Context: an optimization exercise on an open-source flow, tuned for small area and a short achievable clock period. The choices shown serve that exercise and are no tape-out recipe.
At most, simulation tests tie the RTL to the original design; equivalence was not proved.
For run 5, only the layout was checked, not whether the RTL still works.
Power and IR drop assume default switching activity.

[flow/config.mk]
export PLATFORM = sky130hd
export DESIGN_NAME = solution
export DESIGN_NICKNAME = solution
export VERILOG_FILES = /design/flow/design.v
export SDC_FILE = /design/flow/constraint.sdc
export NUM_CORES = 4
export LEC_CHECK = 0
export CAP_MARGIN = 20
export CORE_MARGIN = 2
export CORE_UTILIZATION = 65
export CTS_BUF_LIST = sky130_fd_sc_hd__clkbuf_4 sky130_fd_sc_hd__clkbuf_8
export SLEW_MARGIN = 20
export SYNTH_HIERARCHICAL = 1
export SYNTH_MINIMUM_KEEP_SIZE = 0
# port buffers: the smallest buffer
export BUFFER_PORTS_ARGS = -buffer_cell sky130_fd_sc_hd__buf_1
# one tie cell per constant
export SKIP_REPAIR_TIE_FANOUT = 1
# clock tree: no dummy loads (they only balance the tree's levels)
export CTS_ARGS = -sink_clustering_enable -repair_clock_nets -dont_use_dummy_load -buf_list {sky130_fd_sc_hd__clkbuf_4 sky130_fd_sc_hd__clkbuf_8}
[flow/constraint.sdc]
create_clock -name core_clock -period 100.0 [get_ports {clk}]
set_input_delay 20.0000 -clock core_clock [delete_from_list [all_inputs] [get_ports {clk}]]
set_output_delay 20.0000 -clock core_clock [all_outputs]
set_load 0.01 [all_outputs]
[flow/design.v]
`timescale 1ns/1ps
module solution (
    input clk,
    input rst,
    input row_valid,
    input [281:0] row_data,
    output [63:0] splitters_hit,
    output done
);
    localparam WIDTH = 141;
    localparam HEIGHT = 142;
    reg [7:0] y;                   
    reg running;                   
    reg [WIDTH-1:0] active;        
    reg [15:0] pn;               
    reg [14:0] acc;              
    localparam NTAKE = 8;
    wire [NTAKE-1:0] take_g, ntake_g, rst_g;
    wire rst_cn;
    bs_inv u_rst (.i(rst), .o(rst_cn));
    genvar k;
    generate
        for (k = 0; k < NTAKE; k = k + 1) begin : tk
            bs_take u_take (.row_valid(row_valid), .running(running), .rst(rst), .rst_cn(rst_cn),
                            .take(take_g[k]), .ntake(ntake_g[k]), .rst_l(rst_g[k]));
        end
    endgenerate
    wire take = take_g[0];
    wire [WIDTH-1:0] nhit, d;
    genvar i;
    generate
        for (i = 0; i < WIDTH; i = i + 1) begin : cols
            wire nhl = (i == 0) ? 1'b1 : nhit[(i == 0) ? 0 : i - 1];
            wire nhr = (i == WIDTH - 1) ? 1'b1 : nhit[(i == WIDTH - 1) ? 0 : i + 1];
            bs_col u_col (
                .a(active[i]), .c0(row_data[2*i]), .c1(row_data[2*i+1]),
                .take(take_g[i * NTAKE / WIDTH]), .ntake(ntake_g[i * NTAKE / WIDTH]),
                .rst(rst_g[i * NTAKE / WIDTH]), .nhl(nhl), .nhr(nhr),
                .nhit(nhit[i]), .d(d[i])
            );
        end
    endgenerate
    wire rst0 = rst_g[0];
    always @(posedge clk) begin
        active <= d;
        if (rst0) begin
            y <= 8'd0;
            running <= 1'b1;
        end else if (take) begin
            y <= y + 8'd1;
            if (y == HEIGHT - 1) running <= 1'b0;
        end
    end
    assign done = ~running;
    wire s1, c2;
    bs_fa u_s1 (.a(nhit[0]), .b(nhit[100]), .c(nhit[101]), .s(s1), .co(c2));
    wire s3, c4;
    bs_fa u_s3 (.a(nhit[102]), .b(nhit[103]), .c(nhit[104]), .s(s3), .co(c4));
    wire s5, c6;
    bs_fa u_s5 (.a(nhit[105]), .b(nhit[106]), .c(nhit[107]), .s(s5), .co(c6));
    wire s7, c8;
    bs_fa u_s7 (.a(nhit[108]), .b(nhit[109]), .c(nhit[10]), .s(s7), .co(c8));
    wire s9, c10;
    bs_fa u_s9 (.a(nhit[110]), .b(nhit[111]), .c(nhit[112]), .s(s9), .co(c10));
    wire s11, c12;
    bs_fa u_s11 (.a(nhit[113]), .b(nhit[114]), .c(nhit[115]), .s(s11), .co(c12));
    wire s13, c14;
    bs_fa u_s13 (.a(nhit[116]), .b(nhit[117]), .c(nhit[118]), .s(s13), .co(c14));
    wire s15, c16;
    bs_fa u_s15 (.a(nhit[119]), .b(nhit[11]), .c(nhit[120]), .s(s15), .co(c16));
    wire s17, c18;
    bs_fa u_s17 (.a(nhit[121]), .b(nhit[122]), .c(nhit[123]), .s(s17), .co(c18));
    wire s19, c20;
    bs_fa u_s19 (.a(nhit[124]), .b(nhit[125]), .c(nhit[126]), .s(s19), .co(c20));
    wire s21, c22;
    bs_fa u_s21 (.a(nhit[127]), .b(nhit[128]), .c(nhit[129]), .s(s21), .co(c22));
    wire s23, c24;
    bs_fa u_s23 (.a(nhit[12]), .b(nhit[130]), .c(nhit[131]), .s(s23), .co(c24));
    wire s25, c26;
    bs_fa u_s25 (.a(nhit[132]), .b(nhit[133]), .c(nhit[134]), .s(s25), .co(c26));
    wire s27, c28;
    bs_fa u_s27 (.a(nhit[135]), .b(nhit[136]), .c(nhit[137]), .s(s27), .co(c28));
    wire s29, c30;
    bs_fa u_s29 (.a(nhit[138]), .b(nhit[139]), .c(nhit[13]), .s(s29), .co(c30));
    wire s31, c32;
    bs_fa u_s31 (.a(nhit[140]), .b(nhit[14]), .c(nhit[15]), .s(s31), .co(c32));
    wire s33, c34;
    bs_fa u_s33 (.a(nhit[16]), .b(nhit[17]), .c(nhit[18]), .s(s33), .co(c34));
    wire s35, c36;
    bs_fa u_s35 (.a(nhit[19]), .b(nhit[1]), .c(nhit[20]), .s(s35), .co(c36));
    wire s37, c38;
    bs_fa u_s37 (.a(nhit[21]), .b(nhit[22]), .c(nhit[23]), .s(s37), .co(c38));
    wire s39, c40;
    bs_fa u_s39 (.a(nhit[24]), .b(nhit[25]), .c(nhit[26]), .s(s39), .co(c40));
    wire s41, c42;
    bs_fa u_s41 (.a(nhit[27]), .b(nhit[28]), .c(nhit[29]), .s(s41), .co(c42));
    wire s43, c44;
    bs_fa u_s43 (.a(nhit[2]), .b(nhit[30]), .c(nhit[31]), .s(s43), .co(c44));
    wire s45, c46;
    bs_fa u_s45 (.a(nhit[32]), .b(nhit[33]), .c(nhit[34]), .s(s45), .co(c46));
    wire s47, c48;
    bs_fa u_s47 (.a(nhit[35]), .b(nhit[36]), .c(nhit[37]), .s(s47), .co(c48));
    wire s49, c50;
    bs_fa u_s49 (.a(nhit[38]), .b(nhit[39]), .c(nhit[3]), .s(s49), .co(c50));
    wire s51, c52;
    bs_fa u_s51 (.a(nhit[40]), .b(nhit[41]), .c(nhit[42]), .s(s51), .co(c52));
    wire s53, c54;
    bs_fa u_s53 (.a(nhit[43]), .b(nhit[44]), .c(nhit[45]), .s(s53), .co(c54));
    wire s55, c56;
    bs_fa u_s55 (.a(nhit[46]), .b(nhit[47]), .c(nhit[48]), .s(s55), .co(c56));
    wire s57, c58;
    bs_fa u_s57 (.a(nhit[49]), .b(nhit[4]), .c(nhit[50]), .s(s57), .co(c58));
    wire s59, c60;
    bs_fa u_s59 (.a(nhit[51]), .b(nhit[52]), .c(nhit[53]), .s(s59), .co(c60));
    wire s61, c62;
    bs_fa u_s61 (.a(nhit[54]), .b(nhit[55]), .c(nhit[56]), .s(s61), .co(c62));
    wire s63, c64;
    bs_fa u_s63 (.a(nhit[57]), .b(nhit[58]), .c(nhit[59]), .s(s63), .co(c64));
    wire s65, c66;
    bs_fa u_s65 (.a(nhit[5]), .b(nhit[60]), .c(nhit[61]), .s(s65), .co(c66));
    wire s67, c68;
    bs_fa u_s67 (.a(nhit[62]), .b(nhit[63]), .c(nhit[64]), .s(s67), .co(c68));
    wire s69, c70;
    bs_fa u_s69 (.a(nhit[65]), .b(nhit[66]), .c(nhit[67]), .s(s69), .co(c70));
    wire s71, c72;
    bs_fa u_s71 (.a(nhit[68]), .b(nhit[69]), .c(nhit[6]), .s(s71), .co(c72));
    wire s73, c74;
    bs_fa u_s73 (.a(nhit[70]), .b(nhit[71]), .c(nhit[72]), .s(s73), .co(c74));
    wire s75, c76;
    bs_fa u_s75 (.a(nhit[73]), .b(nhit[74]), .c(nhit[75]), .s(s75), .co(c76));
    wire s77, c78;
    bs_fa u_s77 (.a(nhit[76]), .b(nhit[77]), .c(nhit[78]), .s(s77), .co(c78));
    wire s79, c80;
    bs_fa u_s79 (.a(nhit[79]), .b(nhit[7]), .c(nhit[80]), .s(s79), .co(c80));
    wire s81, c82;
    bs_fa u_s81 (.a(nhit[81]), .b(nhit[82]), .c(nhit[83]), .s(s81), .co(c82));
    wire s83, c84;
    bs_fa u_s83 (.a(nhit[84]), .b(nhit[85]), .c(nhit[86]), .s(s83), .co(c84));
    wire s85, c86;
    bs_fa u_s85 (.a(nhit[87]), .b(nhit[88]), .c(nhit[89]), .s(s85), .co(c86));
    wire s87, c88;
    bs_fa u_s87 (.a(nhit[8]), .b(nhit[90]), .c(nhit[91]), .s(s87), .co(c88));
    wire s89, c90;
    bs_fa u_s89 (.a(nhit[92]), .b(nhit[93]), .c(nhit[94]), .s(s89), .co(c90));
    wire s91, c92;
    bs_fa u_s91 (.a(nhit[95]), .b(nhit[96]), .c(nhit[97]), .s(s91), .co(c92));
    wire s93, c94;
    bs_fa u_s93 (.a(nhit[98]), .b(nhit[99]), .c(nhit[9]), .s(s93), .co(c94));
    wire s95, c96;
    bs_fa u_s95 (.a(s1), .b(s11), .c(s13), .s(s95), .co(c96));
    wire s97, c98;
    bs_fa u_s97 (.a(s15), .b(s17), .c(s19), .s(s97), .co(c98));
    wire s99, c100;
    bs_fa u_s99 (.a(s21), .b(s23), .c(s25), .s(s99), .co(c100));
    wire s101, c102;
    bs_fa u_s101 (.a(s27), .b(s29), .c(s3), .s(s101), .co(c102));
    wire s103, c104;
    bs_fa u_s103 (.a(s31), .b(s33), .c(s35), .s(s103), .co(c104));
    wire s105, c106;
    bs_fa u_s105 (.a(s37), .b(s39), .c(s41), .s(s105), .co(c106));
    wire s107, c108;
    bs_fa u_s107 (.a(s43), .b(s45), .c(s47), .s(s107), .co(c108));
    wire s109, c110;
    bs_fa u_s109 (.a(s49), .b(s5), .c(s51), .s(s109), .co(c110));
    wire s111, c112;
    bs_fa u_s111 (.a(s53), .b(s55), .c(s57), .s(s111), .co(c112));
    wire s113, c114;
    bs_fa u_s113 (.a(s59), .b(s61), .c(s63), .s(s113), .co(c114));
    wire s115, c116;
    bs_fa u_s115 (.a(s65), .b(s67), .c(s69), .s(s115), .co(c116));
    wire s117, c118;
    bs_fa u_s117 (.a(s7), .b(s71), .c(s73), .s(s117), .co(c118));
    wire s119, c120;
    bs_fa u_s119 (.a(s75), .b(s77), .c(s79), .s(s119), .co(c120));
    wire s121, c122;
    bs_fa u_s121 (.a(s81), .b(s83), .c(s85), .s(s121), .co(c122));
    wire s123, c124;
    bs_fa u_s123 (.a(s87), .b(s89), .c(s9), .s(s123), .co(c124));
    wire s125, c126;
    bs_fa u_s125 (.a(s91), .b(s93), .c(s101), .s(s125), .co(c126));
    wire s127, c128;
    bs_fa u_s127 (.a(s103), .b(s105), .c(s107), .s(s127), .co(c128));
    wire s129, c130;
    bs_fa u_s129 (.a(s109), .b(s111), .c(s113), .s(s129), .co(c130));
    wire s131, c132;
    bs_fa u_s131 (.a(s115), .b(s117), .c(s119), .s(s131), .co(c132));
    wire s133, c134;
    bs_fa u_s133 (.a(s121), .b(s123), .c(s95), .s(s133), .co(c134));
    wire s135, c136;
    bs_fa u_s135 (.a(s97), .b(s99), .c(s125), .s(s135), .co(c136));
    wire s137, c138;
    bs_fa u_s137 (.a(s127), .b(s129), .c(s131), .s(s137), .co(c138));
    wire s139, c140;
    bs_fa u_s139 (.a(s133), .b(s135), .c(s137), .s(s139), .co(c140));
    wire s141, c142;
    bs_fa u_s141 (.a(c10), .b(c12), .c(c14), .s(s141), .co(c142));
    wire s143, c144;
    bs_fa u_s143 (.a(c16), .b(c18), .c(c2), .s(s143), .co(c144));
    wire s145, c146;
    bs_fa u_s145 (.a(c20), .b(c22), .c(c24), .s(s145), .co(c146));
    wire s147, c148;
    bs_fa u_s147 (.a(c26), .b(c28), .c(c30), .s(s147), .co(c148));
    wire s149, c150;
    bs_fa u_s149 (.a(c32), .b(c34), .c(c36), .s(s149), .co(c150));
    wire s151, c152;
    bs_fa u_s151 (.a(c38), .b(c4), .c(c40), .s(s151), .co(c152));
    wire s153, c154;
    bs_fa u_s153 (.a(c42), .b(c44), .c(c46), .s(s153), .co(c154));
    wire s155, c156;
    bs_fa u_s155 (.a(c48), .b(c50), .c(c52), .s(s155), .co(c156));
    wire s157, c158;
    bs_fa u_s157 (.a(c54), .b(c56), .c(c58), .s(s157), .co(c158));
    wire s159, c160;
    bs_fa u_s159 (.a(c6), .b(c60), .c(c62), .s(s159), .co(c160));
    wire s161, c162;
    bs_fa u_s161 (.a(c64), .b(c66), .c(c68), .s(s161), .co(c162));
    wire s163, c164;
    bs_fa u_s163 (.a(c70), .b(c72), .c(c74), .s(s163), .co(c164));
    wire s165, c166;
    bs_fa u_s165 (.a(c76), .b(c78), .c(c8), .s(s165), .co(c166));
    wire s167, c168;
    bs_fa u_s167 (.a(c80), .b(c82), .c(c84), .s(s167), .co(c168));
    wire s169, c170;
    bs_fa u_s169 (.a(c86), .b(c88), .c(c90), .s(s169), .co(c170));
    wire s171, c172;
    bs_fa u_s171 (.a(c92), .b(c94), .c(c100), .s(s171), .co(c172));
    wire s173, c174;
    bs_fa u_s173 (.a(c102), .b(c104), .c(c106), .s(s173), .co(c174));
    wire s175, c176;
    bs_fa u_s175 (.a(c108), .b(c110), .c(c112), .s(s175), .co(c176));
    wire s177, c178;
    bs_fa u_s177 (.a(c114), .b(c116), .c(c118), .s(s177), .co(c178));
    wire s179, c180;
    bs_fa u_s179 (.a(c120), .b(c122), .c(c124), .s(s179), .co(c180));
    wire s181, c182;
    bs_fa u_s181 (.a(c96), .b(c98), .c(s141), .s(s181), .co(c182));
    wire s183, c184;
    bs_fa u_s183 (.a(s143), .b(s145), .c(s147), .s(s183), .co(c184));
    wire s185, c186;
    bs_fa u_s185 (.a(s149), .b(s151), .c(s153), .s(s185), .co(c186));
    wire s187, c188;
    bs_fa u_s187 (.a(s155), .b(s157), .c(s159), .s(s187), .co(c188));
    wire s189, c190;
    bs_fa u_s189 (.a(s161), .b(s163), .c(s165), .s(s189), .co(c190));
    wire s191, c192;
    bs_fa u_s191 (.a(s167), .b(s169), .c(c126), .s(s191), .co(c192));
    wire s193, c194;
    bs_fa u_s193 (.a(c128), .b(c130), .c(c132), .s(s193), .co(c194));
    wire s195, c196;
    bs_fa u_s195 (.a(c134), .b(s171), .c(s173), .s(s195), .co(c196));
    wire s197, c198;
    bs_fa u_s197 (.a(s175), .b(s177), .c(s179), .s(s197), .co(c198));
    wire s199, c200;
    bs_fa u_s199 (.a(s181), .b(s183), .c(s185), .s(s199), .co(c200));
    wire s201, c202;
    bs_fa u_s201 (.a(s187), .b(s189), .c(c136), .s(s201), .co(c202));
    wire s203, c204;
    bs_fa u_s203 (.a(c138), .b(s191), .c(s193), .s(s203), .co(c204));
    wire s205, c206;
    bs_fa u_s205 (.a(s195), .b(s197), .c(s199), .s(s205), .co(c206));
    wire s207, c208;
    bs_fa u_s207 (.a(c140), .b(s201), .c(s203), .s(s207), .co(c208));
    wire s209, c210;
    bs_fa u_s209 (.a(c142), .b(c144), .c(c146), .s(s209), .co(c210));
    wire s211, c212;
    bs_fa u_s211 (.a(c148), .b(c150), .c(c152), .s(s211), .co(c212));
    wire s213, c214;
    bs_fa u_s213 (.a(c154), .b(c156), .c(c158), .s(s213), .co(c214));
    wire s215, c216;
    bs_fa u_s215 (.a(c160), .b(c162), .c(c164), .s(s215), .co(c216));
    wire s217, c218;
    bs_fa u_s217 (.a(c166), .b(c168), .c(c170), .s(s217), .co(c218));
    wire s219, c220;
    bs_fa u_s219 (.a(c172), .b(c174), .c(c176), .s(s219), .co(c220));
    wire s221, c222;
    bs_fa u_s221 (.a(c178), .b(c180), .c(c182), .s(s221), .co(c222));
    wire s223, c224;
    bs_fa u_s223 (.a(c184), .b(c186), .c(c188), .s(s223), .co(c224));
    wire s225, c226;
    bs_fa u_s225 (.a(c190), .b(s209), .c(s211), .s(s225), .co(c226));
    wire s227, c228;
    bs_fa u_s227 (.a(s213), .b(s215), .c(s217), .s(s227), .co(c228));
    wire s229, c230;
    bs_fa u_s229 (.a(c192), .b(c194), .c(c196), .s(s229), .co(c230));
    wire s231, c232;
    bs_fa u_s231 (.a(c198), .b(c200), .c(s219), .s(s231), .co(c232));
    wire s233, c234;
    bs_fa u_s233 (.a(s221), .b(s223), .c(s225), .s(s233), .co(c234));
    wire s235, c236;
    bs_fa u_s235 (.a(s227), .b(c202), .c(c204), .s(s235), .co(c236));
    wire s237, c238;
    bs_fa u_s237 (.a(c206), .b(s229), .c(s231), .s(s237), .co(c238));
    wire s239, c240;
    bs_fa u_s239 (.a(c210), .b(c212), .c(c214), .s(s239), .co(c240));
    wire s241, c242;
    bs_fa u_s241 (.a(c216), .b(c218), .c(c220), .s(s241), .co(c242));
    wire s243, c244;
    bs_fa u_s243 (.a(c222), .b(c224), .c(c226), .s(s243), .co(c244));
    wire s245, c246;
    bs_fa u_s245 (.a(c228), .b(s239), .c(c230), .s(s245), .co(c246));
    wire s247, c248;
    bs_fa u_s247 (.a(c232), .b(c234), .c(s241), .s(s247), .co(c248));
    wire s249, c250;
    bs_fa u_s249 (.a(c240), .b(c242), .c(c244), .s(s249), .co(c250));
    wire [15:0] pn_next = {c250, s249, c248, c246, s247, s245, c238, c236, s243, s237, s235, c208, s233, s207, s205, s139};
    wire [15:0] pt = ~pn;
    wire s251, c252;
    bs_ha u_s251 (.a(acc[2]), .b(pt[3]), .s(s251), .co(c252));
    wire s253, c254;
    bs_fa u_s253 (.a(acc[3]), .b(pt[10]), .c(pt[11]), .s(s253), .co(c254));
    wire s255, c256;
    bs_ha u_s255 (.a(pt[7]), .b(pt[8]), .s(s255), .co(c256));
    wire s257, c258;
    bs_fa u_s257 (.a(acc[4]), .b(pt[12]), .c(pt[13]), .s(s257), .co(c258));
    wire s259, c260;
    bs_ha u_s259 (.a(pt[4]), .b(pt[5]), .s(s259), .co(c260));
    wire s261, c262;
    bs_fa u_s261 (.a(pt[9]), .b(c252), .c(s255), .s(s261), .co(c262));
    wire s263, c264;
    bs_fa u_s263 (.a(pt[14]), .b(c256), .c(c254), .s(s263), .co(c264));
    wire s265, c266;
    bs_ha u_s265 (.a(acc[5]), .b(pt[15]), .s(s265), .co(c266));
    wire s267, c268;
    bs_ha u_s267 (.a(acc[1]), .b(pt[1]), .s(s267), .co(c268));
    wire s269, c270;
    bs_fa u_s269 (.a(pt[6]), .b(s251), .c(s259), .s(s269), .co(c270));
    wire s271, c272;
    bs_fa u_s271 (.a(c260), .b(s253), .c(s261), .s(s271), .co(c272));
    wire s273, c274;
    bs_fa u_s273 (.a(s257), .b(c262), .c(s263), .s(s273), .co(c274));
    wire s275, c276;
    bs_fa u_s275 (.a(s265), .b(c258), .c(c264), .s(s275), .co(c276));
    wire s277, c278;
    bs_ha u_s277 (.a(acc[6]), .b(c266), .s(s277), .co(c278));
    wire [7:0] fr0 = {c278, c276, c274, c272, c270, c268, s267, acc[0]};
    wire [7:0] fr1 = {acc[7], s277, s275, s273, s271, s269, pt[2], pt[0]};
    wire [8:0] fsum = fr0 + fr1;
    wire inc8 = fsum[8];
    wire tot8 = acc[8] ^ inc8;
    wire pre9 = acc[8];
    wire inc9 = fsum[8] & pre9;
    wire tot9 = acc[9] ^ inc9;
    wire pre10 = pre9 & acc[9];
    wire inc10 = fsum[8] & pre10;
    wire tot10 = acc[10] ^ inc10;
    wire pre11 = pre10 & acc[10];
    wire inc11 = fsum[8] & pre11;
    wire tot11 = acc[11] ^ inc11;
    wire pre12 = pre11 & acc[11];
    wire inc12 = fsum[8] & pre12;
    wire tot12 = acc[12] ^ inc12;
    wire pre13 = pre12 & acc[12];
    wire inc13 = fsum[8] & pre13;
    wire tot13 = acc[13] ^ inc13;
    wire pre14 = pre13 & acc[13];
    wire inc14 = fsum[8] & pre14;
    wire tot14 = acc[14] ^ inc14;
    wire [14:0] total = {tot14, tot13, tot12, tot11, tot10, tot9, tot8, fsum[7], fsum[6], fsum[5], fsum[4], fsum[3], fsum[2], fsum[1], fsum[0]};
    always @(posedge clk) begin
        pn <= pn_next;                  
        if (rst0) acc <= 15'd0;
        else acc <= total;
    end
    assign splitters_hit = {49'd0, total};
endmodule
module bs_col (
    input a, input c0, input c1, input take, input ntake, input rst,
    input nhl, input nhr,
    output nhit, output d
);
    assign nhit = ~(a & c0 & ~c1 & take);
    wire src = ~ntake & c1 & ~c0;
    wire nkeep = ~((a & nhit) | src);
    assign d = ~((nkeep & nhl & nhr) | rst);
endmodule
module bs_take (input row_valid, input running, input rst, input rst_cn,
                output take, output ntake, output rst_l);
    assign take = row_valid & running & ~rst;
    assign ntake = ~take;
    assign rst_l = ~rst_cn;
endmodule
module bs_inv (input i, output o);
    assign o = ~i;
endmodule
module bs_fa (input a, input b, input c, output s, output co);
    assign s = a ^ b ^ c;
    assign co = (a & b) | (a & c) | (b & c);
endmodule
module bs_ha (input a, input b, output s, output co);
    assign s = a ^ b;
    assign co = a & b;
endmodule
module bs_hac (input a, input b, output s, output co);
    assign s = ~(a ^ b);
    assign co = a | b;
endmodule
[flow/flow/run.sh]
#!/bin/bash
# Own layout flow: the standard flow (standard.sh, synth_recipe.tcl), with
#  - bs_col, bs_take and bs_inv mapped to cells by hand (flow/bs_col_cells.v), read over
#    their synthesized versions before the design is flattened,
#  - flow/extra.mk appended to config.mk: buf_1 port buffers, one tie cell per constant,
#    no dummy clock-tree loads.
# The make output goes to make_finish.log; each ORFS step logs to orfs/logs/.
set -euo pipefail
cd "$(dirname "$0")/.."
W=$PWD
cat flow/extra.mk >> config.mk
# synthesis: the standard flow's script, with the hand-mapped bs_col read over the synthesized one
awk -v f="$W/flow/bs_col_cells.v" '{print} /source .*synth.tcl/ {print "read_verilog -overwrite " f}' \
  synth_recipe.tcl > my_synth.tcl
grep -q "read_verilog -overwrite" my_synth.tcl
sed "s#SYNTH_SCRIPT=[^ ]*#SYNTH_SCRIPT=$W/my_synth.tcl#" standard.sh > my_standard.sh
grep -q "my_synth.tcl" my_standard.sh
bash my_standard.sh ${FLOW_TARGET:-finish} > make_finish.log 2>&1
[flow/flow/bs_col_cells.v]
// bs_col and bs_take (see rtl/solution.v) mapped by hand to sky130_fd_sc_hd cells.
//
// bs_col:
// nhit = ~(a & c0 & ~c1 & take)
// src  = ~c0 & ~ntake & c1
// nk   = ~((a & nhit) | src)
// d    = ~((nk & nhl & nhr) | rst)
module bs_col (
    input a, input c0, input c1, input take, input ntake, input rst,
    input nhl, input nhr,
    output nhit, output d
);
    wire src, nk;
    sky130_fd_sc_hd__nand4b_1 g_hit (.A_N(c1), .B(c0), .C(a), .D(take), .Y(nhit));
    sky130_fd_sc_hd__nor3b_1 g_src (.A(c0), .B(ntake), .C_N(c1), .Y(src));
    sky130_fd_sc_hd__a21oi_1 g_keep (.A1(a), .A2(nhit), .B1(src), .Y(nk));
    sky130_fd_sc_hd__a31oi_1 g_d (.A1(nk), .A2(nhl), .A3(nhr), .B1(rst), .Y(d));
endmodule

// bs_take:
// take = row_valid & running & ~rst, ntake = ~take, rst_l = ~rst_cn
module bs_take (input row_valid, input running, input rst, input rst_cn,
                output take, output ntake, output rst_l);
    sky130_fd_sc_hd__and3b_2 g_take (.A_N(rst), .B(running), .C(row_valid), .X(take));
    sky130_fd_sc_hd__inv_1 g_ntake (.A(take), .Y(ntake));
    sky130_fd_sc_hd__inv_2 g_rst (.A(rst_cn), .Y(rst_l));
endmodule

// bs_inv: an inverter
module bs_inv (input i, output o);
    sky130_fd_sc_hd__inv_2 g_inv (.A(i), .Y(o));
endmodule
[flow/flow/extra.mk]
# port buffers: the smallest buffer
export BUFFER_PORTS_ARGS = -buffer_cell sky130_fd_sc_hd__buf_1
# one tie cell per constant
export SKIP_REPAIR_TIE_FANOUT = 1
# clock tree: no dummy loads (they only balance the tree's levels)
export CTS_ARGS = -sink_clustering_enable -repair_clock_nets -dont_use_dummy_load -buf_list {sky130_fd_sc_hd__clkbuf_4 sky130_fd_sc_hd__clkbuf_8}
[flow/standard.sh]
#!/bin/bash
# synth_recipe.tcl (not shown) runs the flow's synth.tcl, then flattens the netlist and writes it again
# the make line also repeats each setting of config.mk as NAME=value (left out here)
make -C /OpenROAD-flow-scripts/flow DESIGN_CONFIG=/design/flow/config.mk WORK_HOME=/design/flow/orfs CLKGATE_MAP_FILE= SYNTH_SCRIPT=/design/flow/synth_recipe.tcl "${@:-finish}"
==> impl_metrics.ini, run 1 <==
[place]
port_buffers = 300
dpl.hpwl_mm = 24.9
gp_congestion = 0.879
dp_cells = 1572

[run_status]
outcome = finished clean

[clock_network]
cts_tree = built
post_cts_buffers = 0
clockBufferDepth = 2
cts_resized = 0
h-tree-depth = 4
hold_buffers = 0
cts_made_buffers = 17
root_buffer = clkbuf_8
clkSinkCount = 181
path_clk_slew_ps = 100
clock_latency_ps = 470

[timing]
tightest_slew_ps = 821
fmax_mhz = 41.8
holdWs_ps = 508
drv_slew = 0
setup_viol = 0
period_share = 0.239
hold_viol_final = 0
rsz0062_at_grt = no
fin_setup_tns_ps = 0
min_period_ps = 23920
finalClockSkew_ps = 27.8
slew_headroom = 0.452

[worst_hold_path]
hold_depth = 2
worstHoldPathType = flip-flop to flip-flop

[job]
drv_cap = 0

[setup_path]
slowest_stage = fa_1
start_kind = input port
cp.required_ps = 100330
end_kind = flip-flop
path_buf_inv = 1
path_cells = buf_1, and3b_2, nand4b_1, fa_1, fa_1, fa_1, fa_1, fa_1, fa_1
cp_top_family = adder cells
cpMostUsedCell = fa_1
worstRegToRegCells = 8
max_stage_delay_ps = 610
crit_fanout = 27
arrival_ps = 24260
cp.depth = 9
path_class = input port to flip-flop

[floorplanning]
coreArea_um2 = 17800
num_io_pins = 350
die_h_um = 138
die-area_um2 = 19100
die_w_um = 138
initial_core_util = 0.657
fp-row-count = 49

[cells_and_area]
layout-drive-gt1-share = 0.0301
final_core_util = 0.726
nNetsFinal = 1798
area_growth_pct = 10.4
stdcell_count = 1591

[global_routing]
grt_max_degree = 50
antenna_found_initial = 3
grt_pass1_wl_mm = 49.9
grt_usage = 0.326
grt_pass1_vias = 9932
gr-total-overflow = 0

[synth]
yosysWarnings = 7
synth_cells = 1102
synth_area_per_cell_um2 = 10.6
syn_area_um2 = 11700
syn_nets = 1538

[routing]
viasPerCell = 6.34
drc = 0
drtIter0Drc = 722
wl_per_cell_um = 19.8
vias = 10081
dr.pass1.iters = 6
postRouteAntennaNets = 0
wl_mm = 31.5

[pwr]
ir_drop_v = 0.00000890
leakagePower_nw = 3.58
p_per_area_nw_per_um2 = 10.6
## registers in the layout (all words and copies together) (netlist names)
signal / count
pn: 16
acc: 15
running: 1
active: 141
y: 8
## final timing paths
check             from    end  slack [ps]
max          row_valid  pn[6]       76080
min               y[5]   y[5]         510
max reg2reg    running  pn[6]       95390
min reg2reg       y[5]   y[5]         510
## area by class of cell
| type | count | area [um^2] |
|---|---|---|
| Multi-Input combinational cell | 820 | 7470 |
| Fill cell | 1404 | 4870 |
| Sequential cell | 181 | 3620 |
| Timing Repair Buffer | 300 | 1130 |
| Tap cell | 229 | 287 |
| Clock buffer | 17 | 234 |
| Inverter | 42 | 158 |
| Antenna cell | 2 | 5.00 |
## cell usage in the layout, fill, tap and decap left out, drive strengths merged, types with 2 or more instances in the layout
master	n
a211oi	3
a21o	2
a21oi	149
a31oi	141
and2b	2
and3b	8
buf	300
clkbuf	17
conb	2
dfxtp	181
diode	2
fa	134
ha	17
inv	42
mux2	2
nand2	7
nand2b	3
nand3	2
nand4	4
nand4b	141
nor2	17
nor2b	12
nor3b	142
o21ai	8
o31ai	2
or3	2
xnor2	6
xor2	9
## report_power, final
group          switching (mW)  leakage (nW)  total (mW)  internal (mW)
clock network          0.0234         0.122      0.0385         0.0151
registers             0.00163          1.47      0.0770         0.0753
logic                  0.0123          1.99      0.0214        0.00909
## layer usage
metal	share of wire	GRT usage	vias up	routed length [um]
li1	-	-	4677	-
met1	0.41	0.442	4874	12900
met2	0.47	0.520	446	14800
met3	0.086	0.0793	80	2720
met4	0.031	0.110	4	990
met5	0.00086	0	-	27
## worst register-to-register path, delay by kind of cell, from the launching register on
kind                       cells  cell delay (ps)
DFF                            1              450
adders and majority gates      6             3100
and+or+nand+nor                2              920
## per-stage QoR
step | power [mW] | setup WS, ps | instance area [um^2]
3_5_place_dp | 0.0996 | 75650 | 12700
2_1_floorplan | 0.0920 | 76310 | 11700
4_1_cts | 0.137 | 76120 | 12900
6_report | 0.137 | 76080 | 12900
3_3_place_gp | 0.0990 | 75730 | 12700
5_1_grt | 0.143 | 75920 | 12900
==> run 2: changes to the inputs <==
--- a/flow/flow/bs_col_cells.v
+++ b/flow/flow/bs_col_cells.v
@@ -1,8 +1,9 @@
 // bs_col and bs_take (see rtl/solution.v) mapped by hand to sky130_fd_sc_hd cells.
 //
 // bs_col:
-// nhit = ~(a & c0 & ~c1 & take)
-// src  = ~c0 & ~ntake & c1
+// nc1  = ~c1
+// nhit = ~(a & c0 & nc1 & take)
+// src  = ~(c0 | ntake | nc1)
 // nk   = ~((a & nhit) | src)
 // d    = ~((nk & nhl & nhr) | rst)
 module bs_col (
@@ -10,9 +11,10 @@
     input nhl, input nhr,
     output nhit, output d
 );
-    wire src, nk;
-    sky130_fd_sc_hd__nand4b_1 g_hit (.A_N(c1), .B(c0), .C(a), .D(take), .Y(nhit));
-    sky130_fd_sc_hd__nor3b_1 g_src (.A(c0), .B(ntake), .C_N(c1), .Y(src));
+    wire nc1, src, nk;
+    sky130_fd_sc_hd__inv_1 g_nc1 (.A(c1), .Y(nc1));
+    sky130_fd_sc_hd__nand4_1 g_hit (.A(a), .B(c0), .C(nc1), .D(take), .Y(nhit));
+    sky130_fd_sc_hd__nor3_1 g_src (.A(c0), .B(ntake), .C(nc1), .Y(src));
     sky130_fd_sc_hd__a21oi_1 g_keep (.A1(a), .A2(nhit), .B1(src), .Y(nk));
     sky130_fd_sc_hd__a31oi_1 g_d (.A1(nk), .A2(nhl), .A3(nhr), .B1(rst), .Y(d));
 endmodule
==> run 2 against run 1 <==
Against the previous run: global-route usage is 1.3 points higher; via count up 6.4%; sequential share of layout area increased by 0.41 points; cell count is 8.5% higher; power increased by 0.46%; synthesized area down 1.5%; critical endpoint is now pn[2]; largest power group unchanged.
==> impl_metrics.ini, run 2 <==
[cells_and_area]
largest-register = active
reg_top3 = active (141), pn (16), acc (15)
largest_reg_flops = 141
nNetsFinal = 1939
final_cell_mix = 300 x buf_1, 181 x dfxtp_1, 174 x inv_1, 149 x a21oi_1, 145 x nand4_1
stdcell_count = 1726
final_common_cell = buf_1
layout-drive-gt1-share = 0.0273
area_growth_pct = 10.5
antenna_cells = 0

[run_status]
outcome = finished clean

[setup_path]
path_buf_inv = 1
arrival_ps = 24350
end_kind = flip-flop
cp_top_family = adder cells
path_class = input port to flip-flop
slowest_stage = fa_1
cp.required_ps = 100330
start_kind = input port
path_cells = buf_1, and3b_2, nand4_1, fa_1, fa_1, fa_1, fa_1, fa_1, fa_1
cpMostUsedCell = fa_1
crit_fanout = 27
max_stage_delay_ps = 640

[clock_network]
cts_tree = built
post_cts_buffers = 0
h-tree-depth = 4
clkSinkCount = 181
hold_buffers = 0
cts_made_buffers = 17
path_clk_slew_ps = 80
clockBufferDepth = 2
cts_resized = 0
clock_latency_ps = 470
root_buffer = clkbuf_8

[synth]
syn_area_um2 = 11500
synth_cells = 1243
synth_area_per_cell_um2 = 9.26
syn_nets = 1679
yosysWarnings = 7

[global_routing]
grt_usage = 0.339
grt_pass1_wl_mm = 49.2
grt_pass1_vias = 10172
antenna_found_initial = 1
gr-total-overflow = 0
grt_max_degree = 50

[routing]
dr.pass1.iters = 5
wl_mm = 31.7
drtIter0Drc = 808
wl_per_cell_um = 18.4
viasPerCell = 6.21
postRouteAntennaNets = 0
vias = 10722
drc = 0

[worst_hold_path]
worstHoldPathType = flip-flop to flip-flop

[timing]
tightest_slew_ps = 826
rsz0062_at_grt = no
min_period_ps = 24030
slew_headroom = 0.449
period_share = 0.240
setup_viol = 0
drv_slew = 0
fin_setup_tns_ps = 0
hold_viol_final = 0
fmax_mhz = 41.6
finalClockSkew_ps = 26.8

[pwr]
leakagePower_nw = 4.19
ir_drop_v = 0.00000767
p_per_area_nw_per_um2 = 10.8

[floorplanning]
die_h_um = 137
initial_core_util = 0.665
fp-row-count = 48
coreArea_um2 = 17300
die_w_um = 137
die-area_um2 = 18800
num_io_pins = 350

[place]
port_buffers = 300
dp_cells = 1709
gp_congestion = 0.914
dpl.hpwl_mm = 25.7

[job]
drv_cap = 0
## run 2: layout make-up
| class | count | area [um^2] |
|---|---|---|
| Sequential cell | 181 | 3620 |
| Inverter | 183 | 687 |
| Fill cell | 1420 | 4580 |
| Clock buffer | 17 | 234 |
| Timing Repair Buffer | 300 | 1130 |
| Tap cell | 225 | 282 |
| Multi-Input combinational cell | 820 | 6770 |
## run 2: path summary, 6_finish.rpt
| check | start | end | slack, ps | cells after the start |
|---|---|---|---|---|
| max | row_valid | pn[2] | 75970 | 9 |
| min | y[5] | y[5] | 510 | 2 |
| max reg2reg | running | pn[2] | 95200 | 8 |
| min reg2reg | y[5] | y[5] | 510 | 2 |
## run 2: worst register-to-register path: stages, from the launching register on
cell and delay [ps]:
dfxtp_1 560, and3b_2 640, nand4_1 390, fa_1 640
fa_1 490, fa_1 530, fa_1 440, fa_1 570
fa_1 420
## run 2: power breakdown
group          switching, mW  leakage, nW  internal (mW)
sequential           0.00164         1.47         0.0753
clock                 0.0238        0.122         0.0151
combinational         0.0136         2.60        0.00801
total                 0.0391         4.19         0.0984
## run 2: stage by stage
step	setup WS [ps]	power, mW	util	cell area, um^2	hold slack [ps]
floorplan	76320	0.0921	-	11500	458
finish	75970	0.137	0.735	12700	511
global route	75810	0.143	0.735	12700	544
global placement	75640	0.0993	0.722	12500	485
CTS	76040	0.137	0.735	12700	505
detailed placement	75570	0.0999	0.722	12500	494
## run 2: per-layer routing
metal  up-vias  global-route usage  wire length [um]
met5         -                   0                12
met4         2              0.0974               723
met3        66              0.0678              2370
met2       494               0.568             15500
met1      5167               0.448             13100
li1       4993                   -                 -
==> run 3: changes to the inputs <==
--- a/flow/flow/run.sh
+++ b/flow/flow/run.sh
@@ -3,12 +3,12 @@
 #  - bs_col, bs_take and bs_inv mapped to cells by hand (flow/bs_col_cells.v), read over
 #    their synthesized versions before the design is flattened,
 #  - flow/extra.mk appended to config.mk: buf_1 port buffers, one tie cell per constant,
-#    no dummy clock-tree loads.
+#    no dummy clock-tree loads, stronger buffers on the row_valid and rst ports (port_bufs.tcl).
 # The make output goes to make_finish.log; each ORFS step logs to orfs/logs/.
 set -euo pipefail
 cd "$(dirname "$0")/.."
 W=$PWD
-cat flow/extra.mk >> config.mk
+sed "s#@W@#$W#g" flow/extra.mk >> config.mk
 # synthesis: the standard flow's script, with the hand-mapped bs_col read over the synthesized one
 awk -v f="$W/flow/bs_col_cells.v" '{print} /source .*synth.tcl/ {print "read_verilog -overwrite " f}' \
   synth_recipe.tcl > my_synth.tcl
--- a/flow/flow/extra.mk
+++ b/flow/flow/extra.mk
@@ -4,3 +4,5 @@
 export SKIP_REPAIR_TIE_FANOUT = 1
 # clock tree: no dummy loads (they only balance the tree's levels)
 export CTS_ARGS = -sink_clustering_enable -repair_clock_nets -dont_use_dummy_load -buf_list {sky130_fd_sc_hd__clkbuf_4 sky130_fd_sc_hd__clkbuf_8}
+# stronger port buffers on row_valid and rst
+export POST_RESIZE_TCL = @W@/flow/port_bufs.tcl
==> flow/flow/port_bufs.tcl (new file) <==
# POST_RESIZE hook: the buffers on the row_valid and rst ports drive the take logic of
# every column group; give them a stronger buffer than the other ports' buf_1.
foreach p {row_valid rst} {
  set net [get_nets -of_objects [get_ports $p]]
  foreach pin [get_pins -of_objects $net] {
    set inst [get_cells -of_objects $pin]
    set ref [get_property $inst ref_name]
    if {[string match "sky130_fd_sc_hd__buf_*" $ref] || [string match "sky130_fd_sc_hd__clkbuf_*" $ref]} {
      puts "port $p: [get_full_name $inst] $ref -> sky130_fd_sc_hd__buf_4"
      replace_cell $inst sky130_fd_sc_hd__buf_4
    }
  }
}
--- a/flow/config.mk
+++ b/flow/config.mk
@@ -18,3 +18,5 @@
 export SKIP_REPAIR_TIE_FANOUT = 1
 # clock tree: no dummy loads (they only balance the tree's levels)
 export CTS_ARGS = -sink_clustering_enable -repair_clock_nets -dont_use_dummy_load -buf_list {sky130_fd_sc_hd__clkbuf_4 sky130_fd_sc_hd__clkbuf_8}
+# stronger port buffers on row_valid and rst
+export POST_RESIZE_TCL = /design/flow/flow/port_bufs.tcl
==> run 3 against run 2 <==
Against the previous run: the run now fails in placement repair (3_4_place_resized); synthesized cell count unchanged; synthesized area unchanged.
==> impl_metrics.ini, run 3 <==
[synth]
syn_area_um2 = 11500
syn_nets = 1679
synth_cells = 1243
yosysWarnings = 7
synth_area_per_cell_um2 = 9.26

[floorplanning]
initial_core_util = 0.665
die_h_um = 137
die_w_um = 137
fp-row-count = 48
num_io_pins = 350

[run_status]
haltStage = placement repair (3_4_place_resized)
tool.error = [ERROR STA-0100] unsupported object type Port.
outcome = aborted with a tool error

[place]
port_buffers = 300
gp_congestion = 0.914
## run 3: stage by stage
| step | instance area [um^2] | total power [mW] |
|---|---|---|
| floorplan | 11500 | 0.0921 |
| global placement | 12500 | 0.0993 |
## run 3: power groups by stage
stage	combinational [mW]	clock, mW	sequential, mW
floorplan	0.0139	0	0.0782
global placement	0.0208	0	0.0785
## run 3: how the worst max path moves through the flow
stage	start	end	slack [ps]	cells past startpoint
3_3_place_gp	row_valid	pn[2]	75640	9
2_1_floorplan	rst	pn[2]	76320	8
==> run 4: changes to the inputs <==
==> flow/flow/port_bufs.tcl (replaced) <==
# POST_RESIZE hook: the buffers on the row_valid and rst ports drive the take logic of
# every column group; give them a stronger buffer than the other ports' buf_1.
set block [ord::get_db_block]
foreach p {row_valid rst} {
  set net [[$block findBTerm $p] getNet]
  foreach it [$net getITerms] {
    set inst [$it getInst]
    set m [[$inst getMaster] getName]
    if {[string match "sky130_fd_sc_hd__buf_*" $m] || [string match "sky130_fd_sc_hd__clkbuf_*" $m]} {
      puts "port $p: [$inst getName] $m -> sky130_fd_sc_hd__buf_4"
      replace_cell [$inst getName] sky130_fd_sc_hd__buf_4
    }
  }
}
==> run 4 against run 3 <==
Against the previous run: now clean on timing, DRC and antenna; synthesized area unchanged; synthesized cell count did not move.
==> impl_metrics.ini, run 4 <==
[routing]
dr.pass1.iters = 5
viasPerCell = 6.13
drtIter0Drc = 702
wl_per_cell_um = 18.3
drc = 0
postRouteAntennaNets = 0
vias = 10577
wl_mm = 31.6

[pwr]
p_clk_frac = 0.281
p_int_mw = 0.0985
leakagePower_nw = 4.20
ir_drop_v = 0.00000856
p_sw_mw = 0.0386
p_comb_frac = 0.158
fin_total_pwr_mw = 0.137
swShare = 0.282
p_per_area_nw_per_um2 = 10.8
seqPwrFrac = 0.562

[cells_and_area]
area_growth_pct = 10.6
final_cell_mix = 298 x buf_1, 181 x dfxtp_1, 174 x inv_1, 149 x a21oi_1, 145 x nand4_1
reg_top3 = active (141), pn (16), acc (15)
final_common_cell = buf_1
nNetsFinal = 1939
largest-register = active
layout-drive-gt1-share = 0.0286
antenna_cells = 0
largest_reg_flops = 141

[setup_path]
cp.required_ps = 100310
start_kind = input port
arrival_ps = 24220
critPathLaunch = rst
r2r-start = running
path_class = input port to flip-flop
crit_fanout = 27
end_kind = flip-flop

[floorplanning]
die_h_um = 137
num_io_pins = 350
die_w_um = 137
fp-row-count = 48
initial_core_util = 0.665
die-area_um2 = 18800
coreArea_um2 = 17300

[timing]
finalClockSkew_ps = 33.4
hold_viol_final = 0
setup_viol = 0
fin_setup_tns_ps = 0
period_share = 0.239
drv_slew = 0
tightest_slew_ps = 814
fmax_mhz = 41.8
rsz0062_at_grt = no
min_period_ps = 23910
slew_headroom = 0.456

[synth]
synth_cells = 1243
yosysWarnings = 7
syn_nets = 1679
syn_area_um2 = 11500
synth_area_per_cell_um2 = 9.26

[worst_hold_path]
worstHoldPathType = flip-flop to flip-flop
worstHoldStart = y[5]

[global_routing]
gr-total-overflow = 0
antenna_found_initial = 2
grt_pass1_wl_mm = 49.2
grt_usage = 0.340
grt_pass1_vias = 10165
grt_max_degree = 50

[run_status]
outcome = finished clean

[clock_network]
cts_resized = 0
cts_tree = built
hold_buffers = 0
cts_made_buffers = 17
clkSinkCount = 181
path_clk_slew_ps = 80
root_buffer = clkbuf_8
h-tree-depth = 4
post_cts_buffers = 0
clock_latency_ps = 460
clockBufferDepth = 2

[place]
dpl.hpwl_mm = 25.5
port_buffers = 300
gp_congestion = 0.914

[job]
drv_cap = 0
[run 4: power groups by stage]
| stage | combinational, mW | sequential [mW] | clock (mW) |
|---|---|---|---|
| after floorplan | 0.0139 | 0.0782 | 0 |
| after global placement | 0.0208 | 0.0785 | 0 |
| after detailed placement | 0.0214 | 0.0785 | 0 |
| after CTS | 0.0214 | 0.0769 | 0.0387 |
| after global routing | 0.0243 | 0.0773 | 0.0416 |
| final | 0.0216 | 0.0770 | 0.0385 |
[run 4: stage by stage]
| stage | util | hold WS [ps] | worst slack, ps | area, um^2 | cells |
|---|---|---|---|---|---|
| 2_1_floorplan | - | 458 | 76320 | 11500 | 1243 |
| 3_3_place_gp | 0.722 | 485 | 75640 | 12500 | 1709 |
| 3_5_place_dp | 0.722 | 494 | 75670 | 12500 | 1709 |
| 4_1_cts | 0.736 | 506 | 76140 | 12700 | 1726 |
| 5_1_grt | 0.736 | 543 | 75980 | 12700 | 1726 |
| 6_report | 0.736 | 510 | 76090 | 12700 | 1726 |
[run 4: path summary, 6_finish.rpt]
kind         depth (start not counted)  slack [ps]    end
max                                  9       76090  pn[6]
min reg2reg                          2         510   y[5]
min                                  2         510   y[5]
max reg2reg                          8       95220  pn[6]
[run 4: critical path: stages]
cell	delay, ps
buf_4	140
and3b_2	580
nand4_1	420
fa_1	610
fa_1	520
fa_1	460
fa_1	520
fa_1	460
fa_1	490
[run 4: layout make-up]
cell class / count / area (um^2)
fillers: 1388 / 4570
flip-flops and latches: 181 / 3620
repair buffers: 300 / 1130
inverters: 183 / 687
well taps: 225 / 282
multi-input cells: 820 / 6770
clock buffers: 17 / 234
[run 4: metal layers]
| metal | part of all wire | track usage |
|---|---|---|
| met1 | 0.41 | 0.442 |
| met2 | 0.49 | 0.575 |
| met3 | 0.079 | 0.0756 |
| met4 | 0.020 | 0.0922 |
| met5 | 0.00079 | 0 |
==> run 5: changes to the inputs <==
--- a/flow/design.v
+++ b/flow/design.v
@@ -12,7 +12,7 @@
     reg [7:0] y;                   
     reg running;                   
     reg [WIDTH-1:0] active;        
-    reg [15:0] pn;               
+    reg [14:0] pn;               
     reg [14:0] acc;              
     localparam NTAKE = 8;
     wire [NTAKE-1:0] take_g, ntake_g, rst_g;
@@ -302,34 +302,34 @@
     bs_fa u_s247 (.a(c232), .b(c234), .c(s241), .s(s247), .co(c248));
     wire s249, c250;
     bs_fa u_s249 (.a(c240), .b(c242), .c(c244), .s(s249), .co(c250));
-    wire [15:0] pn_next = {c250, s249, c248, c246, s247, s245, c238, c236, s243, s237, s235, c208, s233, s207, s205, s139};
-    wire [15:0] pt = ~pn;
     wire s251, c252;
-    bs_ha u_s251 (.a(acc[2]), .b(pt[3]), .s(s251), .co(c252));
+    bs_fa u_s251 (.a(c246), .b(c248), .c(s249), .s(s251), .co(c252));
+    wire [14:0] pn_next = {c252, c250, s251, s247, s245, c238, c236, s243, s237, s235, c208, s233, s207, s205, s139};
+    wire [14:0] pt = ~pn;
     wire s253, c254;
-    bs_fa u_s253 (.a(acc[3]), .b(pt[10]), .c(pt[11]), .s(s253), .co(c254));
+    bs_ha u_s253 (.a(acc[2]), .b(pt[3]), .s(s253), .co(c254));
     wire s255, c256;
-    bs_ha u_s255 (.a(pt[7]), .b(pt[8]), .s(s255), .co(c256));
+    bs_fa u_s255 (.a(acc[3]), .b(pt[10]), .c(pt[11]), .s(s255), .co(c256));
     wire s257, c258;
-    bs_fa u_s257 (.a(acc[4]), .b(pt[12]), .c(pt[13]), .s(s257), .co(c258));
+    bs_ha u_s257 (.a(pt[7]), .b(pt[8]), .s(s257), .co(c258));
     wire s259, c260;
     bs_ha u_s259 (.a(pt[4]), .b(pt[5]), .s(s259), .co(c260));
     wire s261, c262;
-    bs_fa u_s261 (.a(pt[9]), .b(c252), .c(s255), .s(s261), .co(c262));
+    bs_fa u_s261 (.a(pt[9]), .b(c254), .c(s257), .s(s261), .co(c262));
     wire s263, c264;
-    bs_fa u_s263 (.a(pt[14]), .b(c256), .c(c254), .s(s263), .co(c264));
+    bs_fa u_s263 (.a(acc[4]), .b(pt[12]), .c(c258), .s(s263), .co(c264));
     wire s265, c266;
-    bs_ha u_s265 (.a(acc[5]), .b(pt[15]), .s(s265), .co(c266));
+    bs_ha u_s265 (.a(acc[5]), .b(pt[13]), .s(s265), .co(c266));
     wire s267, c268;
     bs_ha u_s267 (.a(acc[1]), .b(pt[1]), .s(s267), .co(c268));
     wire s269, c270;
-    bs_fa u_s269 (.a(pt[6]), .b(s251), .c(s259), .s(s269), .co(c270));
+    bs_fa u_s269 (.a(pt[6]), .b(s253), .c(s259), .s(s269), .co(c270));
     wire s271, c272;
-    bs_fa u_s271 (.a(c260), .b(s253), .c(s261), .s(s271), .co(c272));
+    bs_fa u_s271 (.a(c260), .b(s255), .c(s261), .s(s271), .co(c272));
     wire s273, c274;
-    bs_fa u_s273 (.a(s257), .b(c262), .c(s263), .s(s273), .co(c274));
+    bs_fa u_s273 (.a(c256), .b(c262), .c(s263), .s(s273), .co(c274));
     wire s275, c276;
-    bs_fa u_s275 (.a(s265), .b(c258), .c(c264), .s(s275), .co(c276));
+    bs_fa u_s275 (.a(pt[14]), .b(s265), .c(c264), .s(s275), .co(c276));
     wire s277, c278;
     bs_ha u_s277 (.a(acc[6]), .b(c266), .s(s277), .co(c278));
     wire [7:0] fr0 = {c278, c276, c274, c272, c270, c268, s267, acc[0]};
==> run 5 against run 4 <==
Against the previous run: still clean on timing, DRC and antenna; clock power is essentially flat; maximum frequency shrank 1.5%; hold slack lost 14 ps; sequential power shrank 0.5%; synthesized cell count shrank 0.16%; global-route usage shrank 0.46 points; critical path depth grew 1; clock skew grew 4.1 ps; combinational power is essentially flat; first-iteration DRC count grew 4.8%.
==> impl_metrics.ini, run 5 <==
[run_status]
outcome = finished clean

[cells_and_area]
area_growth_pct = 10.6
nNetsFinal = 1937
final_common_cell = buf_1
antenna_cells = 0
stdcell_count = 1724
layout-drive-gt1-share = 0.0287
reg_top3 = active (141), acc (15), pn (15)
final_cell_mix = 298 x buf_1, 180 x dfxtp_1, 173 x inv_1, 149 x a21oi_1, 145 x nand4_1
largest-register = active
largest_reg_flops = 141
design_area_um2 = 12700

[setup_path]
cpMostUsedCell = fa_1
r2r_slack_ps = 94810
r2r-end = pn[12]
crit_fanout = 27
arrival_ps = 24600
start_kind = input port
end_kind = flip-flop
worstRegToRegCells = 9
path_cells = buf_4, and3b_2, nand4_1, fa_1, fa_1, fa_1, fa_1, fa_1, fa_1, fa_1
slowest_stage = and3b_2
max_stage_delay_ps = 620
r2r-start = running
cp.required_ps = 100320
path_class = input port to flip-flop

[worst_hold_path]
whs_endpoint = y[7]
worstHoldPathType = flip-flop to flip-flop
worstHoldStart = y[7]
hold_depth = 2

[routing]
postRouteAntennaNets = 0
wl_mm = 31.2
viasPerCell = 6.13
vias = 10563
wl_per_cell_um = 18.1
dr.pass1.iters = 5
drtIter0Drc = 736
drc = 0

[pwr]
leakagePower_nw = 4.17
p_per_area_nw_per_um2 = 10.8
p_int_mw = 0.0981
p_comb_frac = 0.158
p_sw_mw = 0.0388
p_clk_frac = 0.282
swShare = 0.283
seqPwrFrac = 0.560
ir_drop_v = 0.00000985
fin_total_pwr_mw = 0.137

[synth]
syn_area_um2 = 11500
synth_area_per_cell_um2 = 9.26
yosysWarnings = 7
synth_cells = 1241
syn_nets = 1677

[global_routing]
antenna_found_initial = 0
gr-total-overflow = 0
grt_pass1_vias = 10146
grt_pass1_wl_mm = 48.7
grt_usage = 0.335
grt_max_degree = 50

[place]
dpl.hpwl_mm = 25.0
dp_cells = 1707
placed_area_um2 = 12500
gp_congestion = 0.871
port_buffers = 300

[floorplanning]
die_h_um = 137
fp-row-count = 48
initial_core_util = 0.664
die-area_um2 = 18700
num_io_pins = 350
coreArea_um2 = 17300
die_w_um = 137

[timing]
setup_viol = 0
fin_setup_tns_ps = 0
period_share = 0.243
drv_slew = 0
fmax_mhz = 41.2
slew_headroom = 0.444
finalClockSkew_ps = 37.5
rsz0062_at_grt = no
hold_viol_final = 0
tightest_slew_ps = 832
min_period_ps = 24270

[clock_network]
post_cts_buffers = 0
clkSinkCount = 180
path_clk_slew_ps = 80
cts_tree = built
clockBufferDepth = 2
clock_latency_ps = 470
cts_resized = 0
root_buffer = clkbuf_8
h-tree-depth = 4
cts_made_buffers = 17
hold_buffers = 0

[job]
drv_cap = 0
[run 5: power by group through the flow]
stage	clock network [mW]	logic, mW	registers [mW]
final	0.0387	0.0216	0.0766
after global routing	0.0416	0.0243	0.0769
after CTS	0.0391	0.0213	0.0766
after detailed placement	0	0.0213	0.0782
after global placement	0	0.0206	0.0781
after floorplan	0	0.0139	0.0777
[run 5: worst max path at each step]
stage / start / end / cells after the start
floorplan: rst / pn[12] / 9
global placement: row_valid / pn[12] / 10
detailed placement: rst / pn[12] / 10
CTS: rst / pn[12] / 10
global route: rst / pn[12] / 10
finish: rst / pn[12] / 10
[run 5: stage by stage]
stage | utilization | setup WS (ps) | hold WS (ps)
6_report | 0.734 | 75730 | 496
5_1_grt | 0.734 | 75600 | 532
4_1_cts | 0.734 | 75780 | 496
3_5_place_dp | 0.721 | 75320 | 485
3_3_place_gp | 0.720 | 75300 | 476
2_1_floorplan | - | 75970 | 458
[run 5: area by class of cell]
class	instances	area, um^2
timing repair buffer	300	1130
sequential	180	3600
clock buffer	17	234
tap	225	282
inverter	182	683
fill	1422	4590
multi-input combinational	820	6770
[run 5: worst max-delay path, delay by kind of cell]
kind                     cells  cell delay, ps
adder cells (fa/ha/maj)      7            3390
buffers and inverters        1             140
AND/OR/NAND/NOR              2            1060
[run 5: layer usage]
layer  vias up  GRT usage  wire length, um  share of wire
met5         -          0                0              0
met4         0      0.129             1030          0.033
met3        75     0.0663             2340          0.075
met2       452      0.562            15100           0.48
met1      5047      0.430            12700           0.41
li1       4989          -                -              -

## re-timing with driven ports
Ports are ideal in the flow. The routed layouts listed here were re-timed in OpenROAD.
Step 1, drivers: a clkbuf_16 drives clk and a buf_2 each remaining input, both assumed.
Step 2, shift: input delay + t, output delay - t, t = (earliest + latest rising clock arrival at the registers) / 2. This alone moves slack from input paths to output paths.
Slacks: no drivers / after step 1 / after step 2; pairs: no drivers / after step 1.
run	t (ns)	setup WS [ns]	hold WS [ns]	worst register clock-pin slew, ns
run 1	0.493	76.076 / 76.072 / 75.579	0.508 / 0.508 / 0.508	0.10 / 0.10
run 2	0.495	75.971 / 75.969 / 75.473	0.511 / 0.511 / 0.511	0.10 / 0.10
run 4	0.494	76.090 / 76.107 / 75.613	0.510 / 0.510 / 0.510	0.10 / 0.10
run 5	0.496	75.726 / 75.727 / 75.231	0.496 / 0.496 / 0.496	0.11 / 0.11
After both steps setup and hold are still met in every run listed. The setup slack of run 2, which loses most, moves by -0.002 ns with the drivers and by -0.498 ns with both steps.
